Source: an optimization exercise on an open RTL-to-GDS flow (aim: a short achievable clock period and few clock cycles). Production flows keep margins and buffers that such runs may drop. The RTL was checked by simulation tests, not by an equivalence proof against the original design. Power figures rest on the tool's default switching activity, not on a simulated workload.

## flow/run.sh

```bash
#!/bin/bash
# synth_recipe.tcl (not shown) runs the flow's synth.tcl, then flattens the netlist and writes it again
# the make line also repeats each setting of config.mk as NAME=value (left out here)
make -C /OpenROAD-flow-scripts/flow DESIGN_CONFIG=/design/flow/config.mk WORK_HOME=/design/flow/orfs CLKGATE_MAP_FILE= SYNTH_SCRIPT=/design/flow/synth_recipe.tcl finish
```

## flow/config.mk

```make
export PLATFORM = sky130hd
export DESIGN_NAME = main
export DESIGN_NICKNAME = main
export VERILOG_FILES = /design/flow/design.v
export SDC_FILE = /design/flow/constraint.sdc
export NUM_CORES = 4
export LEC_CHECK = 0
export CAP_MARGIN = 20
export CORE_MARGIN = 2
export CORE_UTILIZATION = 40
export PLACE_DENSITY = 0.6
export SLEW_MARGIN = 20
```

## flow/constraint.sdc

```tcl
create_clock -name core_clock -period 10.0 [get_ports {clk}]
set_input_delay 2.0000 -clock core_clock [delete_from_list [all_inputs] [get_ports {clk}]]
set_output_delay 2.0000 -clock core_clock [all_outputs]
set_load 0.01 [all_outputs]
```

## flow/design.v

```verilog
module fetch_stage(
    input  wire        clk,
    input  wire        rst,
    input  wire        PCWrite,       
    input  wire        branch,        
    input  wire [31:0] branchPC,
    output wire [31:0] PC,
    output wire [31:0] imem_addr,
    input  wire [31:0] imem_rdata,
    output wire [31:0] instruction
);
    reg [31:0] out;
    always @(posedge clk) begin
        if (rst)
            out <= 32'd0;
        else if (branch)
            out <= branchPC;
        else if (PCWrite)
            out <= out + 32'd4;
    end
    assign PC          = out;
    assign imem_addr   = out;
    assign instruction = imem_rdata;
endmodule
module IFIDRegister (
    input  wire        clk,
    input  wire        rst,
    input  wire        IF_flush,
    input  wire        IFIDWrite,
    input  wire [31:0] PC,
    input  wire [31:0] instruction,
    output reg  [31:0] nextinst,
    output reg  [31:0] nextPC,
    output reg         nextvalid
);
    always @(posedge clk) begin
        if (rst || IF_flush) begin
            nextvalid <= 1'b0;
            nextinst  <= 32'h00000013;  
            nextPC    <= 32'd0;
        end else if (IFIDWrite) begin
            nextvalid <= 1'b1;
            nextinst  <= instruction;
            nextPC    <= PC;
        end
    end
endmodule
module register (
    input  wire        clk,
    input  wire        regWrite,
    input  wire [31:0] write_data,
    input  wire [4:0]  rd_data,
    input  wire [4:0]  rs1_data,
    input  wire [4:0]  rs2_data,
    output reg  [31:0] read_data1,
    output reg  [31:0] read_data2
);
    reg [31:0] registerf [1:31];
    always @(posedge clk) begin
        if (regWrite && rd_data != 5'd0)
            registerf[rd_data] <= write_data;
    end
    always @(*) begin
        if (rs1_data == 5'd0)
            read_data1 = 32'b0;
        else if (regWrite && rd_data == rs1_data)
            read_data1 = write_data;
        else
            read_data1 = registerf[rs1_data];
        if (rs2_data == 5'd0)
            read_data2 = 32'b0;
        else if (regWrite && rd_data == rs2_data)
            read_data2 = write_data;
        else
            read_data2 = registerf[rs2_data];
    end
endmodule
module decode_stage(
    input  wire        clk,
    input  wire [31:0] PC,
    input  wire [31:0] instruction,
    input  wire        valid,
    input  wire [31:0] MEMWB_WriteBack_val,
    input  wire        MEMWB_WriteBack,
    input  wire [4:0]  MEMWB_rd,
    input  wire        IDEX_MemoryRead,
    input  wire [4:0]  IDEX_rd,
    output wire [4:0]  IFID_rs1,
    output wire [4:0]  IFID_rs2,
    output reg  [4:0]  IFID_rd,
    output reg  [31:0] IFID_imm,
    output wire [31:0] IFID_read_data1,
    output wire [31:0] IFID_read_data2,
    output reg         WriteBack,
    output reg         MemoryRead,
    output reg         MemoryWrite,
    output reg  [3:0]  aluOP,
    output reg  [2:0]  aluOP_2,      
    output reg         AluSrc,       
    output reg  [1:0]  AsrcSel,      
    output reg         Branch,
    output reg         Jal,
    output reg         Jalr,
    output wire        HDU           
);
    wire [6:0] opcode = instruction[6:0];
    wire [2:0] func3  = instruction[14:12];
    wire [6:0] func7  = instruction[31:25];
    assign IFID_rs1 = instruction[19:15];
    assign IFID_rs2 = instruction[24:20];
    reg uses_rs1, uses_rs2;
    register u_register (
        .clk(clk),
        .regWrite(MEMWB_WriteBack),
        .write_data(MEMWB_WriteBack_val),
        .rd_data(MEMWB_rd),
        .rs1_data(IFID_rs1),
        .rs2_data(IFID_rs2),
        .read_data1(IFID_read_data1),
        .read_data2(IFID_read_data2)
    );
    always @(*) begin
        case (opcode)
            7'd35:         IFID_imm = {{20{instruction[31]}}, instruction[31:25], instruction[11:7]};
            7'd23, 7'd55:  IFID_imm = {instruction[31:12], 12'b0};
            7'd111:        IFID_imm = {{11{instruction[31]}}, instruction[31], instruction[19:12], instruction[20], instruction[30:21], 1'b0};
            7'd99:         IFID_imm = {{19{instruction[31]}}, instruction[31], instruction[7], instruction[30:25], instruction[11:8], 1'b0};
            default:       IFID_imm = {{20{instruction[31]}}, instruction[31:20]};
        endcase
    end
    always @(*) begin
        IFID_rd     = instruction[11:7];
        WriteBack   = 1'b0;
        MemoryRead  = 1'b0;
        MemoryWrite = 1'b0;
        aluOP       = 4'd2;
        aluOP_2     = func3;
        AluSrc      = 1'b0;
        AsrcSel     = 2'd0;
        Branch      = 1'b0;
        Jal         = 1'b0;
        Jalr        = 1'b0;
        uses_rs1    = 1'b0;
        uses_rs2    = 1'b0;
        case (opcode)
            7'd51, 7'd19: begin  
                case (func3)
                    3'd0: aluOP = (opcode == 7'd51 && func7[5]) ? 4'd3 : 4'd2;  
                    3'd1: aluOP = 4'd8;   
                    3'd2: aluOP = 4'd4;   
                    3'd3: aluOP = 4'd5;   
                    3'd4: aluOP = 4'd6;   
                    3'd5: aluOP = func7[5] ? 4'd9 : 4'd10;  
                    3'd6: aluOP = 4'd1;   
                    3'd7: aluOP = 4'd0;   
                endcase
                AluSrc    = (opcode == 7'd19);
                WriteBack = 1'b1;
                uses_rs1  = 1'b1;
                uses_rs2  = (opcode == 7'd51);
            end
            7'd3: begin  
                MemoryRead = 1'b1;
                WriteBack  = 1'b1;
                AluSrc     = 1'b1;
                uses_rs1   = 1'b1;
            end
            7'd35: begin  
                MemoryWrite = 1'b1;
                AluSrc      = 1'b1;
                uses_rs1    = 1'b1;
                uses_rs2    = 1'b1;
            end
            7'd103: begin  
                Jalr      = 1'b1;
                WriteBack = 1'b1;
                uses_rs1  = 1'b1;
            end
            7'd111: begin  
                Jal       = 1'b1;
                WriteBack = 1'b1;
            end
            7'd23: begin  
                AsrcSel   = 2'd1;
                AluSrc    = 1'b1;
                WriteBack = 1'b1;
            end
            7'd55: begin  
                AsrcSel   = 2'd2;
                AluSrc    = 1'b1;
                WriteBack = 1'b1;
            end
            7'd99: begin  
                Branch   = 1'b1;
                uses_rs1 = 1'b1;
                uses_rs2 = 1'b1;
            end
            default: ;
        endcase
        if (!valid) begin
            WriteBack   = 1'b0;
            MemoryRead  = 1'b0;
            MemoryWrite = 1'b0;
            Branch      = 1'b0;
            Jal         = 1'b0;
            Jalr        = 1'b0;
        end
    end
    assign HDU = valid && IDEX_MemoryRead && (IDEX_rd != 5'd0) &&
                 ((uses_rs1 && IDEX_rd == IFID_rs1) || (uses_rs2 && IDEX_rd == IFID_rs2));
endmodule
module IDEXRegister(
    input  wire        clk,
    input  wire        rst,
    input  wire        ID_flush,     
    input  wire [31:0] IFID_PC,
    input  wire [4:0]  IFID_rs1,
    input  wire [4:0]  IFID_rs2,
    input  wire [4:0]  IFID_rd,
    input  wire [31:0] IFID_imm,
    input  wire [31:0] IFID_read_data1,
    input  wire [31:0] IFID_read_data2,
    input  wire        IFID_WriteBack,
    input  wire        IFID_MemoryRead,
    input  wire        IFID_MemoryWrite,
    input  wire [2:0]  IFID_aluOP_2,
    input  wire [3:0]  IFID_aluOP,
    input  wire        IFID_AluSrc,
    input  wire [1:0]  IFID_AsrcSel,
    input  wire        IFID_Branch,
    input  wire        IFID_Jal,
    input  wire        IFID_Jalr,
    output reg  [31:0] IDEX_PC,
    output reg  [4:0]  IDEX_rs1,
    output reg  [4:0]  IDEX_rs2,
    output reg  [4:0]  IDEX_rd,
    output reg  [31:0] IDEX_imm,
    output reg  [31:0] IDEX_read_data1,
    output reg  [31:0] IDEX_read_data2,
    output reg         IDEX_WriteBack,
    output reg         IDEX_MemoryRead,
    output reg         IDEX_MemoryWrite,
    output reg  [2:0]  IDEX_aluOP_2,
    output reg  [3:0]  IDEX_aluOP,
    output reg         IDEX_AluSrc,
    output reg  [1:0]  IDEX_AsrcSel,
    output reg         IDEX_Branch,
    output reg         IDEX_Jal,
    output reg         IDEX_Jalr
);
    always @(posedge clk) begin
        if (rst || ID_flush) begin
            IDEX_WriteBack   <= 1'b0;
            IDEX_MemoryRead  <= 1'b0;
            IDEX_MemoryWrite <= 1'b0;
            IDEX_Branch      <= 1'b0;
            IDEX_Jal         <= 1'b0;
            IDEX_Jalr        <= 1'b0;
        end else begin
            IDEX_WriteBack   <= IFID_WriteBack;
            IDEX_MemoryRead  <= IFID_MemoryRead;
            IDEX_MemoryWrite <= IFID_MemoryWrite;
            IDEX_Branch      <= IFID_Branch;
            IDEX_Jal         <= IFID_Jal;
            IDEX_Jalr        <= IFID_Jalr;
        end
        IDEX_PC         <= IFID_PC;
        IDEX_rs1        <= IFID_rs1;
        IDEX_rs2        <= IFID_rs2;
        IDEX_rd         <= IFID_rd;
        IDEX_imm        <= IFID_imm;
        IDEX_read_data1 <= IFID_read_data1;
        IDEX_read_data2 <= IFID_read_data2;
        IDEX_aluOP      <= IFID_aluOP;
        IDEX_aluOP_2    <= IFID_aluOP_2;
        IDEX_AluSrc     <= IFID_AluSrc;
        IDEX_AsrcSel    <= IFID_AsrcSel;
    end
endmodule
module forwarding_unit(
    input  wire [4:0] IDEX_rs1,
    input  wire [4:0] IDEX_rs2,
    input  wire [4:0] EXMEM_rd,
    input  wire [4:0] MEMWB_rd,
    input  wire       EXMEM_WriteBack,
    input  wire       MEMWB_WriteBack,
    output reg  [1:0] forwardA,
    output reg  [1:0] forwardB
);
    always @(*) begin
        forwardA = 2'b00;
        forwardB = 2'b00;
        if (MEMWB_WriteBack && MEMWB_rd != 5'd0) begin
            if (MEMWB_rd == IDEX_rs1) forwardA = 2'b01;
            if (MEMWB_rd == IDEX_rs2) forwardB = 2'b01;
        end
        if (EXMEM_WriteBack && EXMEM_rd != 5'd0) begin
            if (EXMEM_rd == IDEX_rs1) forwardA = 2'b10;
            if (EXMEM_rd == IDEX_rs2) forwardB = 2'b10;
        end
    end
endmodule
module alu(
    input  wire [31:0] a,
    input  wire [31:0] b,
    input  wire [3:0]  aluOP,
    output reg  [31:0] c
);
    always @(*) begin
        case (aluOP)
            4'd0:  c = a & b;
            4'd1:  c = a | b;
            4'd2:  c = a + b;
            4'd3:  c = a - b;
            4'd4:  c = {31'b0, $signed(a) < $signed(b)};
            4'd5:  c = {31'b0, a < b};
            4'd6:  c = a ^ b;
            4'd8:  c = a << b[4:0];
            4'd9:  c = $signed(a) >>> b[4:0];
            4'd10: c = a >> b[4:0];
            default: c = 32'b0;
        endcase
    end
endmodule
module execution_stage(
    input  wire [31:0] IDEX_PC,
    input  wire [4:0]  IDEX_rs1,
    input  wire [4:0]  IDEX_rs2,
    input  wire [4:0]  EXMEM_rd,
    input  wire [4:0]  MEMWB_rd,
    input  wire [31:0] IDEX_imm,
    input  wire [31:0] IDEX_read_data1,
    input  wire [31:0] IDEX_read_data2,
    input  wire [31:0] EXMEM_AluRES,
    input  wire [31:0] MEMWB_WriteBack_Val,
    input  wire        EXMEM_WriteBack,
    input  wire        MEMWB_WriteBack,
    input  wire [2:0]  IDEX_aluOP_2,
    input  wire [3:0]  IDEX_aluOP,
    input  wire        IDEX_AluSrc,
    input  wire [1:0]  IDEX_AsrcSel,
    input  wire        IDEX_Branch,
    input  wire        IDEX_Jal,
    input  wire        IDEX_Jalr,
    output wire [31:0] c,           
    output wire [31:0] opB,         
    output wire        branch,      
    output wire [31:0] branchPC
);
    reg  [31:0] a, b;
    wire [1:0]  forwardA, forwardB;
    wire [31:0] aluA, aluB, aluC;
    reg         taken;
    forwarding_unit u_forwarding_unit(
        .IDEX_rs1(IDEX_rs1),
        .IDEX_rs2(IDEX_rs2),
        .EXMEM_rd(EXMEM_rd),
        .MEMWB_rd(MEMWB_rd),
        .EXMEM_WriteBack(EXMEM_WriteBack),
        .MEMWB_WriteBack(MEMWB_WriteBack),
        .forwardA(forwardA),
        .forwardB(forwardB)
    );
    always @(*) begin
        case (forwardA)
            2'b01:   a = MEMWB_WriteBack_Val;
            2'b10:   a = EXMEM_AluRES;
            default: a = IDEX_read_data1;
        endcase
        case (forwardB)
            2'b01:   b = MEMWB_WriteBack_Val;
            2'b10:   b = EXMEM_AluRES;
            default: b = IDEX_read_data2;
        endcase
    end
    assign aluA = (IDEX_AsrcSel == 2'd1) ? IDEX_PC :
                  (IDEX_AsrcSel == 2'd2) ? 32'd0 : a;
    assign aluB = IDEX_AluSrc ? IDEX_imm : b;
    assign opB  = b;
    alu u_alu(
        .a(aluA),
        .b(aluB),
        .aluOP(IDEX_aluOP),
        .c(aluC)
    );
    always @(*) begin
        case (IDEX_aluOP_2)
            3'd0:    taken = (a == b);                    
            3'd1:    taken = (a != b);                    
            3'd4:    taken = ($signed(a) <  $signed(b));  
            3'd5:    taken = ($signed(a) >= $signed(b));  
            3'd6:    taken = (a <  b);                    
            3'd7:    taken = (a >= b);                    
            default: taken = 1'b0;
        endcase
    end
    assign branch   = IDEX_Jal || IDEX_Jalr || (IDEX_Branch && taken);
    assign branchPC = IDEX_Jalr ? ((a + IDEX_imm) & 32'hFFFFFFFE) : (IDEX_PC + IDEX_imm);
    assign c        = (IDEX_Jal || IDEX_Jalr) ? (IDEX_PC + 32'd4) : aluC;
endmodule
module EXMEMRegister(
    input  wire        clk,
    input  wire        rst,
    input  wire [31:0] c,
    input  wire [31:0] opB,
    input  wire        IDEX_WriteBack,
    input  wire [2:0]  IDEX_AluOP_2,
    input  wire        IDEX_MemoryRead,
    input  wire        IDEX_MemoryWrite,
    input  wire [4:0]  IDEX_rd,
    output reg  [31:0] EXMEM_AluRES,
    output reg  [31:0] rs2,
    output reg         EXMEM_WriteBack,
    output reg         EXMEM_MemoryRead,
    output reg         EXMEM_MemoryWrite,
    output reg  [4:0]  EXMEM_rd,
    output reg  [2:0]  EXMEM_AluOP_2
);
    always @(posedge clk) begin
        if (rst) begin
            EXMEM_WriteBack   <= 1'b0;
            EXMEM_MemoryRead  <= 1'b0;
            EXMEM_MemoryWrite <= 1'b0;
        end else begin
            EXMEM_WriteBack   <= IDEX_WriteBack;
            EXMEM_MemoryRead  <= IDEX_MemoryRead;
            EXMEM_MemoryWrite <= IDEX_MemoryWrite;
        end
        EXMEM_AluRES  <= c;
        rs2           <= opB;
        EXMEM_rd      <= IDEX_rd;
        EXMEM_AluOP_2 <= IDEX_AluOP_2;
    end
endmodule
module memory_stage(
    input  wire [2:0]  aluOP_2,
    input  wire [31:0] EXMEM_AluRES,
    input  wire [31:0] rs2,
    input  wire        EXMEM_MemoryRead,
    input  wire        EXMEM_MemoryWrite,
    output wire [31:0] dmem_addr,
    output wire        dmem_re,
    output reg  [3:0]  dmem_wstrb,
    output reg  [31:0] dmem_wdata,
    input  wire [31:0] dmem_rdata,
    output reg  [31:0] EXMEM_LoadData
);
    wire [1:0]  off = EXMEM_AluRES[1:0];
    wire [31:0] sh  = dmem_rdata >> {off, 3'b000};
    assign dmem_addr = EXMEM_AluRES;
    assign dmem_re   = EXMEM_MemoryRead;
    always @(*) begin
        dmem_wstrb = 4'b0000;
        dmem_wdata = rs2;
        case (aluOP_2[1:0])
            2'd0: begin  
                dmem_wdata = {4{rs2[7:0]}};
                dmem_wstrb = 4'b0001 << off;
            end
            2'd1: begin  
                dmem_wdata = {2{rs2[15:0]}};
                dmem_wstrb = off[1] ? 4'b1100 : 4'b0011;
            end
            default: begin  
                dmem_wdata = rs2;
                dmem_wstrb = 4'b1111;
            end
        endcase
        if (!EXMEM_MemoryWrite)
            dmem_wstrb = 4'b0000;
    end
    always @(*) begin
        case (aluOP_2)
            3'd0:    EXMEM_LoadData = {{24{sh[7]}}, sh[7:0]};    
            3'd1:    EXMEM_LoadData = {{16{sh[15]}}, sh[15:0]};  
            3'd4:    EXMEM_LoadData = {24'b0, sh[7:0]};          
            3'd5:    EXMEM_LoadData = {16'b0, sh[15:0]};         
            default: EXMEM_LoadData = dmem_rdata;                
        endcase
    end
endmodule
module MEMWBRegister (
    input  wire        clk,
    input  wire        rst,
    input  wire [31:0] EXMEM_LoadData,
    input  wire [31:0] EXMEM_AluRES,
    input  wire [4:0]  EXMEM_rd,
    input  wire        EXMEM_WriteBack,
    input  wire        EXMEM_MemoryRead,
    output reg  [31:0] MEMWB_LoadData,
    output reg  [31:0] MEMWB_AluRES,
    output reg  [4:0]  MEMWB_rd,
    output reg         MEMWB_WriteBack,
    output reg         MEMWB_MemoryRead
);
    always @(posedge clk) begin
        if (rst)
            MEMWB_WriteBack <= 1'b0;
        else
            MEMWB_WriteBack <= EXMEM_WriteBack;
        MEMWB_LoadData   <= EXMEM_LoadData;
        MEMWB_AluRES     <= EXMEM_AluRES;
        MEMWB_rd         <= EXMEM_rd;
        MEMWB_MemoryRead <= EXMEM_MemoryRead;
    end
endmodule
module writeback_stage(
    input  wire [31:0] MEMWB_LoadData,
    input  wire [31:0] MEMWB_AluRES,
    input  wire        MEMWB_MemoryRead,
    output wire [31:0] MEMWB_WriteBack_Val
);
    assign MEMWB_WriteBack_Val = MEMWB_MemoryRead ? MEMWB_LoadData : MEMWB_AluRES;
endmodule
module main(
    input  wire        clk,
    input  wire        rst,
    output wire [31:0] imem_addr,
    input  wire [31:0] imem_rdata,
    output wire [31:0] dmem_addr,
    output wire        dmem_re,
    output wire [3:0]  dmem_wstrb,
    output wire [31:0] dmem_wdata,
    input  wire [31:0] dmem_rdata
);
    wire        branch, HDU;
    wire [31:0] branchPC, PC, instruction, nextinst, nextPC;
    wire        nextvalid;
    wire [4:0]  IFID_rs1, IFID_rs2, IFID_rd;
    wire [31:0] IFID_imm, IFID_read_data1, IFID_read_data2;
    wire        IFID_WriteBack, IFID_MemoryRead, IFID_MemoryWrite, IFID_AluSrc;
    wire        IFID_Branch, IFID_Jal, IFID_Jalr;
    wire [3:0]  IFID_aluOP;
    wire [2:0]  IFID_aluOP_2;
    wire [1:0]  IFID_AsrcSel;
    wire [31:0] IDEX_PC, IDEX_imm, IDEX_read_data1, IDEX_read_data2;
    wire [4:0]  IDEX_rs1, IDEX_rs2, IDEX_rd;
    wire        IDEX_WriteBack, IDEX_MemoryRead, IDEX_MemoryWrite, IDEX_AluSrc;
    wire        IDEX_Branch, IDEX_Jal, IDEX_Jalr;
    wire [3:0]  IDEX_aluOP;
    wire [2:0]  IDEX_aluOP_2;
    wire [1:0]  IDEX_AsrcSel;
    wire [31:0] c, opB;
    wire [31:0] EXMEM_AluRES, rs2, EXMEM_LoadData;
    wire        EXMEM_WriteBack, EXMEM_MemoryRead, EXMEM_MemoryWrite;
    wire [4:0]  EXMEM_rd;
    wire [2:0]  EXMEM_AluOP_2;
    wire [31:0] MEMWB_LoadData, MEMWB_AluRES, MEMWB_WriteBack_Val;
    wire [4:0]  MEMWB_rd;
    wire        MEMWB_WriteBack, MEMWB_MemoryRead;
    wire PCWrite   = ~HDU;
    wire IFIDWrite = ~HDU;
    wire IF_flush  = branch;
    wire ID_flush  = branch | HDU;
    fetch_stage u_fetch_stage(
        .clk(clk),
        .rst(rst),
        .PCWrite(PCWrite),
        .branch(branch),
        .branchPC(branchPC),
        .PC(PC),
        .imem_addr(imem_addr),
        .imem_rdata(imem_rdata),
        .instruction(instruction)
    );
    IFIDRegister u_IFIDRegister(
        .clk(clk),
        .rst(rst),
        .IF_flush(IF_flush),
        .IFIDWrite(IFIDWrite),
        .PC(PC),
        .instruction(instruction),
        .nextinst(nextinst),
        .nextPC(nextPC),
        .nextvalid(nextvalid)
    );
    decode_stage u_decode_stage(
        .clk(clk),
        .PC(nextPC),
        .instruction(nextinst),
        .valid(nextvalid),
        .MEMWB_WriteBack_val(MEMWB_WriteBack_Val),
        .MEMWB_WriteBack(MEMWB_WriteBack),
        .MEMWB_rd(MEMWB_rd),
        .IDEX_MemoryRead(IDEX_MemoryRead),
        .IDEX_rd(IDEX_rd),
        .IFID_rs1(IFID_rs1),
        .IFID_rs2(IFID_rs2),
        .IFID_rd(IFID_rd),
        .IFID_imm(IFID_imm),
        .IFID_read_data1(IFID_read_data1),
        .IFID_read_data2(IFID_read_data2),
        .WriteBack(IFID_WriteBack),
        .MemoryRead(IFID_MemoryRead),
        .MemoryWrite(IFID_MemoryWrite),
        .aluOP(IFID_aluOP),
        .aluOP_2(IFID_aluOP_2),
        .AluSrc(IFID_AluSrc),
        .AsrcSel(IFID_AsrcSel),
        .Branch(IFID_Branch),
        .Jal(IFID_Jal),
        .Jalr(IFID_Jalr),
        .HDU(HDU)
    );
    IDEXRegister u_IDEXRegister(
        .clk(clk),
        .rst(rst),
        .ID_flush(ID_flush),
        .IFID_PC(nextPC),
        .IFID_rs1(IFID_rs1),
        .IFID_rs2(IFID_rs2),
        .IFID_rd(IFID_rd),
        .IFID_imm(IFID_imm),
        .IFID_read_data1(IFID_read_data1),
        .IFID_read_data2(IFID_read_data2),
        .IFID_WriteBack(IFID_WriteBack),
        .IFID_MemoryRead(IFID_MemoryRead),
        .IFID_MemoryWrite(IFID_MemoryWrite),
        .IFID_aluOP_2(IFID_aluOP_2),
        .IFID_aluOP(IFID_aluOP),
        .IFID_AluSrc(IFID_AluSrc),
        .IFID_AsrcSel(IFID_AsrcSel),
        .IFID_Branch(IFID_Branch),
        .IFID_Jal(IFID_Jal),
        .IFID_Jalr(IFID_Jalr),
        .IDEX_PC(IDEX_PC),
        .IDEX_rs1(IDEX_rs1),
        .IDEX_rs2(IDEX_rs2),
        .IDEX_rd(IDEX_rd),
        .IDEX_imm(IDEX_imm),
        .IDEX_read_data1(IDEX_read_data1),
        .IDEX_read_data2(IDEX_read_data2),
        .IDEX_WriteBack(IDEX_WriteBack),
        .IDEX_MemoryRead(IDEX_MemoryRead),
        .IDEX_MemoryWrite(IDEX_MemoryWrite),
        .IDEX_aluOP_2(IDEX_aluOP_2),
        .IDEX_aluOP(IDEX_aluOP),
        .IDEX_AluSrc(IDEX_AluSrc),
        .IDEX_AsrcSel(IDEX_AsrcSel),
        .IDEX_Branch(IDEX_Branch),
        .IDEX_Jal(IDEX_Jal),
        .IDEX_Jalr(IDEX_Jalr)
    );
    execution_stage u_execution_stage(
        .IDEX_PC(IDEX_PC),
        .IDEX_rs1(IDEX_rs1),
        .IDEX_rs2(IDEX_rs2),
        .EXMEM_rd(EXMEM_rd),
        .MEMWB_rd(MEMWB_rd),
        .IDEX_imm(IDEX_imm),
        .IDEX_read_data1(IDEX_read_data1),
        .IDEX_read_data2(IDEX_read_data2),
        .EXMEM_AluRES(EXMEM_AluRES),
        .MEMWB_WriteBack_Val(MEMWB_WriteBack_Val),
        .EXMEM_WriteBack(EXMEM_WriteBack),
        .MEMWB_WriteBack(MEMWB_WriteBack),
        .IDEX_aluOP_2(IDEX_aluOP_2),
        .IDEX_aluOP(IDEX_aluOP),
        .IDEX_AluSrc(IDEX_AluSrc),
        .IDEX_AsrcSel(IDEX_AsrcSel),
        .IDEX_Branch(IDEX_Branch),
        .IDEX_Jal(IDEX_Jal),
        .IDEX_Jalr(IDEX_Jalr),
        .c(c),
        .opB(opB),
        .branch(branch),
        .branchPC(branchPC)
    );
    EXMEMRegister u_EXMEMRegister(
        .clk(clk),
        .rst(rst),
        .c(c),
        .opB(opB),
        .IDEX_WriteBack(IDEX_WriteBack),
        .IDEX_AluOP_2(IDEX_aluOP_2),
        .IDEX_MemoryRead(IDEX_MemoryRead),
        .IDEX_MemoryWrite(IDEX_MemoryWrite),
        .IDEX_rd(IDEX_rd),
        .EXMEM_AluRES(EXMEM_AluRES),
        .rs2(rs2),
        .EXMEM_WriteBack(EXMEM_WriteBack),
        .EXMEM_MemoryRead(EXMEM_MemoryRead),
        .EXMEM_MemoryWrite(EXMEM_MemoryWrite),
        .EXMEM_rd(EXMEM_rd),
        .EXMEM_AluOP_2(EXMEM_AluOP_2)
    );
    memory_stage u_memory_stage(
        .aluOP_2(EXMEM_AluOP_2),
        .EXMEM_AluRES(EXMEM_AluRES),
        .rs2(rs2),
        .EXMEM_MemoryRead(EXMEM_MemoryRead),
        .EXMEM_MemoryWrite(EXMEM_MemoryWrite),
        .dmem_addr(dmem_addr),
        .dmem_re(dmem_re),
        .dmem_wstrb(dmem_wstrb),
        .dmem_wdata(dmem_wdata),
        .dmem_rdata(dmem_rdata),
        .EXMEM_LoadData(EXMEM_LoadData)
    );
    MEMWBRegister u_MEMWBRegister(
        .clk(clk),
        .rst(rst),
        .EXMEM_LoadData(EXMEM_LoadData),
        .EXMEM_AluRES(EXMEM_AluRES),
        .EXMEM_rd(EXMEM_rd),
        .EXMEM_WriteBack(EXMEM_WriteBack),
        .EXMEM_MemoryRead(EXMEM_MemoryRead),
        .MEMWB_LoadData(MEMWB_LoadData),
        .MEMWB_AluRES(MEMWB_AluRES),
        .MEMWB_rd(MEMWB_rd),
        .MEMWB_WriteBack(MEMWB_WriteBack),
        .MEMWB_MemoryRead(MEMWB_MemoryRead)
    );
    writeback_stage u_writeback_stage(
        .MEMWB_LoadData(MEMWB_LoadData),
        .MEMWB_AluRES(MEMWB_AluRES),
        .MEMWB_MemoryRead(MEMWB_MemoryRead),
        .MEMWB_WriteBack_Val(MEMWB_WriteBack_Val)
    );
endmodule
```

==> results_dict.tcl <==
set metrics [dict create \
    cts_max_path_buffers 3 \
    setup_tns_ns 0 \
    dp_slack_ns 2.23 \
    required_ns 10.69 \
    grt_first_pass_wirelength_mm 437 \
    setup_viol 0 \
    antenna_found_initial 13 \
    tightestPinTransition_ns 1.26 \
    slew_headroom 0.148 \
    synth_cells 6263 \
    leakage_nw 29.3 \
    synth_compound_gate_area_share 0.143 \
    clock_latency_ns 0.84 \
    ys.flop_type "edfxtp_1" \
    wl_mm 316 \
    min_period_ns 8.03 \
    crit_fanout 42 \
    drtPass1Iterations 8 \
    chipWidth_um 439 \
    via_per_inst 6.57 \
    dpl_cell_area_um2 80500 \
    synth_top_family_by_area "multiplexers" \
    synth_mux_area_frac 0.192 \
    gr-usage-all-layers 0.320 \
    globalplace.congestion 1.11 \
    drive_above_1_share 0.176 \
    syn-cell-area_um2 75800 \
    grt_max_degree 98 \
    rows 159 \
    start_kind "register" \
    post-dp-hpwl_mm 215 \
    synth_edf_count 992 \
    initial_core_util 0.403 \
    pin_count 167 \
    crit_type "reg2reg" \
    cp-end-kind "register" \
    cts_tree "done" \
    cts.root.buffer_cell "clkbuf_16" \
    cts_resized 0 \
    multi_input_area_um2 35700 \
    ys_types 92 \
    regMostFlops "u_decode_stage.u_register.registerf" \
    yosys_register_bits 1394 \
    fin_cells 8915 \
    wl_per_cell_um 35.4 \
    via_count 58600 \
    async_flop_share 0 \
    hold_viol 0 \
    die_area_um2 193000 \
    largest_register_ffs 992 \
    antenna_left 0 \
    grt-ovfl-total 0 \
    grt_pass1_vias 56600 \
    yosysWarnings 11 \
    nets 6551 \
    area.growth.synth_to_final_pct 12.8 \
    finalWorstSetupSlack_ns 1.97 \
    regArea_um2 37900 \
    postCtsSetupBuffers 0 \
    fillers 16900 \
    yosys.area_share.simple 0.0794 \
    yosysSeqAreaShare 0.499 \
    fin_crit_sh 0.803 \
    rsz0062_at_grt "false" \
    clock.fmax_mhz 125 \
    skew_ns 0.0587 \
    clk_pin_slew_ns 0.06 \
    numCtsBuffers 150 \
    drcViolationCount 0 \
    avgSynthCellArea_um2 12.1 \
    cellPowerDensity_nw_per_um2 206 \
    coreArea_um2 188000 \
    fin_util 0.455 \
    synth_xor_xnor_area_share 0.0174 \
    maxSlewViolCount 0 \
    drt_iter0_drc 7797 \
    die_height_um 439 \
    syn-num-nets 6529 \
    cp_data_arrival_time_ns 8.72 \
    place_inst 8628 \
    cap_violations 0 \
    status "no timing/DRC/antenna violations" \
    portBuffers 166 \
    vdd_ir_drop_max_mv 0.139 \
    htree_levels 4 \
    cts_sinks 1394 \
    design_area_um2 85500 \
    cts.hold.buffers_added 0 \
    synth_fa_ha_area_frac 0.0334 \
    hold_class "reg2reg" \
]
## cells in the final DEF, fill, tap and decap left out, drive strengths merged, types with 123 or more instances in the layout
master / count
mux2i: 250
edfxtp: 992
o21ai: 339
dfxtp: 402
mux2: 151
nand2: 426
buf: 168
mux4: 460
a21oi: 520
clkbuf: 185
a221oi: 123
clkdlybuf4s50: 166
ha: 196
inv: 223
nor2: 392
## layer usage
layer / vias to the layer above / GRT usage / share of wire
li1: 24400 / - / -
met1: 29700 / 0.405 / 0.38
met2: 3581 / 0.490 / 0.45
met3: 872 / 0.0731 / 0.097
met4: 8 / 0.217 / 0.080
met5: - / 0 / 0.00016
## cell usage after synthesis (59+ instances only)
master	instances	area (um2)
a22oi_1	71	533
o211ai_1	71	533
inv_1	211	792
a31oi_1	62	388
a21o_1	80	601
dfxtp_1	402	8050
mux4_2	460	10400
ha_1	196	2450
nand3_1	90	450
nor3_1	85	425
mux2_2	149	1680
clkbuf_1	323	1210
a211oi_1	59	443
o21ai_0	296	1480
nor2_1	391	1470
buf_1	71	267
edfxtp_1	992	29800
nand2_1	426	1600
a21oi_1	520	2600
mux2i_1	250	2500
a221oi_1	120	1050
xnor2_1	98	858
## logic make-up after synthesis
logic type | count (synthesis)
muxes | 861
DFF | 1394
AOI/OAI and AO/OA | 1662
adders and majority gates | 200
buffers and inverters | 684
and+or+nand+nor | 1311
xor gates and xnor gates | 151
## final timing paths
path	start	depth (start not counted)	to	slack, ns
worst max-delay path	u_MEMWBRegister.MEMWB_rd[3]$_DFF_P_	18	u_IFIDRegister.nextinst[0]$_SDFFE_PP1N_	1.97
worst min-delay path	u_IFIDRegister.nextPC[10]$_SDFFE_PP0N_	0	u_IDEXRegister.IDEX_PC[10]$_DFF_P_	0.35
worst max register to register	u_MEMWBRegister.MEMWB_rd[3]$_DFF_P_	18	u_IFIDRegister.nextinst[0]$_SDFFE_PP1N_	1.97
worst min register to register	u_IFIDRegister.nextPC[10]$_SDFFE_PP0N_	0	u_IDEXRegister.IDEX_PC[10]$_DFF_P_	0.35
## per-stage QoR
step	total power, W	hold WS [ns]
after global routing	0.0181	0.354
final	0.0176	0.350
after CTS	0.0175	0.351
after global placement	0.0118	0.336
after detailed placement	0.0118	0.337
after floorplan	0.00966	0.329
## power by group
part / switching, W / leakage (nW) / internal (W)
sequential: 0.000513 / 12.3 / 0.00703
clock: 0.00247 / 2.45 / 0.00326
combinational: 0.00307 / 14.6 / 0.00129
## worst max-delay path: stages (launching register included)
cell,delay [ns]
dfxtp_1,0.43
or3_1,0.57
o31ai_1,0.55
nor4_1,0.14
and3_1,0.23
ha_2,0.94
buf_4,0.48
a221oi_1,0.13
a21oi_1,0.26
ha_1,0.40
nand2_1,0.19
nor3_1,0.10
a2111o_1,0.41
a31oi_1,0.67
a2111oi_0,0.27
a31oi_1,0.32
a41o_1,0.74
nand4_1,0.57
or2_2,0.47
## layout make-up
| type | instances | area share |
|---|---|---|
| sequential | 1394 | 0.443 |
| multi-input combinational | 4185 | 0.417 |
| clock buffer | 185 | 0.0462 |
| tap | 2495 | 0.0365 |
| timing repair buffer | 334 | 0.0349 |
| clock inverter | 87 | 0.0126 |
| inverter | 220 | 0.00965 |
| antenna | 15 | 0.000439 |
Testbench counts, summed over its fixed seeds: cycles 39,136.

## port drivers added, routing unchanged
The flow's constraints put no driver on any port. The routed layout listed below was extracted and timed again, unchanged, in two steps.
Step 1 assumes that a clkbuf_16 drives the clock port and a buf_2 every other input.
Step 2 also shifts input and output timing later by t, the mid clock arrival at the registers, as if the neighbouring blocks saw the same clock.
Slacks: no drivers / after step 1 / after step 2; pairs: no drivers / after step 1.
t, ns: 0.899
setup WS [ns]: 1.970 / 1.970 / 1.970
worst data-port slew with drivers (ns): 0.08
After both steps setup and hold are still met in this run. For this run, drivers alone change the setup slack by 0.000 ns; drivers and shift together by 0.000 ns.
